Background: an optimization exercise with open tools, aiming at small area, a short achievable clock period and few clock cycles. Do not read the settings as production practice.
Only simulation tests tie the RTL to the original design; equivalence was not proved.
Power figures rest on the tool's default switching activity, not on a simulated workload.

==> flow/design.v (excerpt) <==
module myCPU (
    input  wire         cpu_rst,
    input  wire         cpu_clk,
    output wire [13:0]  inst_addr,
    input  wire [31:0]  inst,
    output wire [31:0]  Bus_addr,
    input  wire [31:0]  Bus_rdata,
    output wire         Bus_wen,
    output wire [31:0]  Bus_wdata
);
export LEC_CHECK = 0
export CAP_MARGIN = 20
export CORE_MARGIN = 2
export CORE_UTILIZATION = 30
export CTS_BUF_LIST = sky130_fd_sc_hd__clkbuf_8
export SETUP_SLACK_MARGIN = 5
export SLEW_MARGIN = 20
export TNS_END_PERCENT = 10
create_clock -name core_clock -period 10.0 [get_ports {cpu_clk}]
standard.sh (not shown) runs the stock make flow with config.mk's settings and CLKGATE_MAP_FILE= SYNTH_SCRIPT=/design/flow/synth_recipe.tcl, a recipe that flattens the netlist after the stock synthesis.
==> flow/flow/run.sh <==
#!/bin/bash
# The standard layout (standard.sh, with config.mk's settings), with two
# changes to how it is made:
#  - the setup repair aims at a slack of 5.5 ns instead of config.mk's 5 (the
#    clock period and constraints are unchanged; config.mk's TNS_END_PERCENT
#    keeps the repair to the worst endpoints);
#  - the port buffers are plain sky130_fd_sc_hd__buf_4 cells.
# make's full output goes to flow_make.log; ORFS keeps each step's log under
# orfs/logs/.
set -euo pipefail
bash standard.sh SETUP_SLACK_MARGIN=5.5 "BUFFER_PORTS_ARGS=-buffer_cell sky130_fd_sc_hd__buf_4" finish > flow_make.log 2>&1
Testbench counts at the start, summed over its fixed seeds: cycles 176,016.
Then changed:
==> flow/flow/run.sh (replaced) <==
#!/bin/bash
# The standard layout (standard.sh, with config.mk's settings), with one
# change to how it is made: the port buffers are plain sky130_fd_sc_hd__buf_4
# cells. make's full output goes to flow_make.log; ORFS keeps each step's log
# under orfs/logs/.
set -euo pipefail
bash standard.sh "BUFFER_PORTS_ARGS=-buffer_cell sky130_fd_sc_hd__buf_4" finish > flow_make.log 2>&1
Settings changed: TNS_END_PERCENT 10 to unset.
The changed run ran to the end with no violations. Area after synthesis does not change. First-iteration DRC count falls by 1.4%. Hold slack is better by 0.0053 ns. Synthesized cell count does not change.

Starting RTL as in the previous note.
clock: 10.0 ns
lec_check: 0
cap_margin: 20
core_margin: 2
core_utilization: 30
setup_slack_margin: 5
slew_margin: 20
==> flow/flow/run.sh <==
#!/bin/bash
# The standard layout (standard.sh, with config.mk's settings), with one
# change to how it is made: the port buffers are plain sky130_fd_sc_hd__buf_4
# cells. make's full output goes to flow_make.log; ORFS keeps each step's log
# under orfs/logs/.
set -euo pipefail
bash standard.sh "BUFFER_PORTS_ARGS=-buffer_cell sky130_fd_sc_hd__buf_4" finish > flow_make.log 2>&1
Testbench counts at the start, summed over its fixed seeds: cycles 176,016.
Rerun with:
==> flow/flow/run.sh (replaced) <==
#!/bin/bash
# The standard layout (standard.sh, with config.mk's settings), with two
# changes to how it is made:
#  - the setup repair aims at a slack of 5.5 ns instead of config.mk's 5 (the
#    clock period and constraints are unchanged; config.mk's TNS_END_PERCENT
#    keeps the repair to the worst endpoints);
#  - the port buffers are plain sky130_fd_sc_hd__buf_4 cells.
# make's full output goes to flow_make.log; ORFS keeps each step's log under
# orfs/logs/.
set -euo pipefail
bash standard.sh SETUP_SLACK_MARGIN=5.5 "BUFFER_PORTS_ARGS=-buffer_cell sky130_fd_sc_hd__buf_4" finish > flow_make.log 2>&1
- TNS_END_PERCENT: not set -> 10
Result: Synthesized cell count is unchanged; synthesized area does not change; hold slack got worse by 0.043 ns; critical path depth rose by 3; setup slack gets better by 0.30 ns; global-route usage grows by 1.0 points; design area rose by 4.0%.
Rerun with:
==> flow/flow/run.sh (replaced) <==
#!/bin/bash
# The standard layout (standard.sh, with config.mk's settings), with one
# change to how it is made: the port buffers are plain sky130_fd_sc_hd__buf_4
# cells. make's full output goes to flow_make.log; ORFS keeps each step's log
# under orfs/logs/.
set -euo pipefail
bash standard.sh "BUFFER_PORTS_ARGS=-buffer_cell sky130_fd_sc_hd__buf_4" finish > flow_make.log 2>&1
- CTS_BUF_LIST: not set -> sky130_fd_sc_hd__clkbuf_8
- PLACE_DENSITY: not set -> 0.5
- TNS_END_PERCENT: 10 -> not set
=> Utilization decreases by 1.7 points. Via count decreases by 4.0%. Total power came out lower by about 4.4%. Cell area came out lower by about 4.6%. Worst setup slack is worse by 0.29 ns.

## rev 12
Another version of the RTL of myCPU (not shown whole).
Size in the first run: ~4600 cells after synthesis, ~150 I/O pins.
export LEC_CHECK = 0
export CAP_MARGIN = 20
export CORE_MARGIN = 2
export CORE_UTILIZATION = 30
export SLEW_MARGIN = 20
create_clock -name core_clock -period 10.0 [get_ports {cpu_clk}]
run.sh (not shown) runs the stock make flow with config.mk's settings and CLKGATE_MAP_FILE= SYNTH_SCRIPT=/design/flow/synth_recipe.tcl, a recipe that flattens the netlist after the stock synthesis.
Stock flow here: none of the scripts above is used.
Testbench counts of rev 12, summed over its fixed seeds: cycles 176,016.
Input changes introduced in rev 13 (baseline for comparison: rev 12):
Settings: setting ABC_CLOCK_PERIOD_IN_PS to 3000 for the first time; changing CORE_UTILIZATION from 30 to 40; setting SETUP_SLACK_MARGIN to 5 for the first time.
==> notes.md <==
Compared with rev 12, in rev 13 total power grew by 6.2%; sequential power share now smaller. Between rev 12 and rev 13, die footprint decreased. Critical path capture point: inst_addr[10] -> rev 13, inst_addr[3] -> rev 12. Relative to rev 12, the total cell area at the placement stage measured on rev 13 has decreased slightly.

## static timing again, ports no longer ideal
In the flow no input, the clock included, has a driving cell. The finished layouts below were timed again as built, in two steps.
Step 1 assumes that a clkbuf_16 drives the clock port and a buf_2 every other input.
Step 2 also shifts input and output timing later by t, the mid clock arrival at the registers, as if the neighbouring blocks saw the same clock.
Slacks: no drivers / after step 1 / after step 2; pairs: no drivers / after step 1.
| run | t (ns) | setup slack, ns | hold WS [ns] | slew at the worst register clock pin (ns) |
|---|---|---|---|---|
| the first run of note 1 | 1.030 | 5.115 / 5.040 / 4.035 | 0.585 / 0.585 / 0.585 | 0.08 / 0.08 |
| the second run of note 1 | 1.039 | 4.923 / 4.906 / 3.946 | 0.591 / 0.591 / 0.591 | 0.09 / 0.09 |
| the first run of note 2 | 0.872 | 4.909 / 4.919 / 4.094 | 0.614 / 0.614 / 0.614 | 0.08 / 0.08 |
| the second run of note 2 | 0.863 | 5.206 / 5.136 / 4.273 | 0.571 / 0.571 / 0.571 | 0.07 / 0.07 |
| the third run of note 2 | 1.024 | 4.917 / 4.930 / 3.955 | 0.560 / 0.560 / 0.560 | 0.09 / 0.09 |
| rev 12 | 0.863 | 1.631 / 1.545 / 2.408 | 0.531 / 0.531 / 0.531 | 0.07 / 0.07 |
| rev 13 | 0.835 | 3.784 / 3.701 / 4.184 | 0.542 / 0.542 / 0.542 | 0.07 / 0.07 |
After both steps every run listed still meets setup and hold. The setup slack of the first run of note 1, which loses most, moves by -0.075 ns with the drivers and by -1.080 ns with both steps.
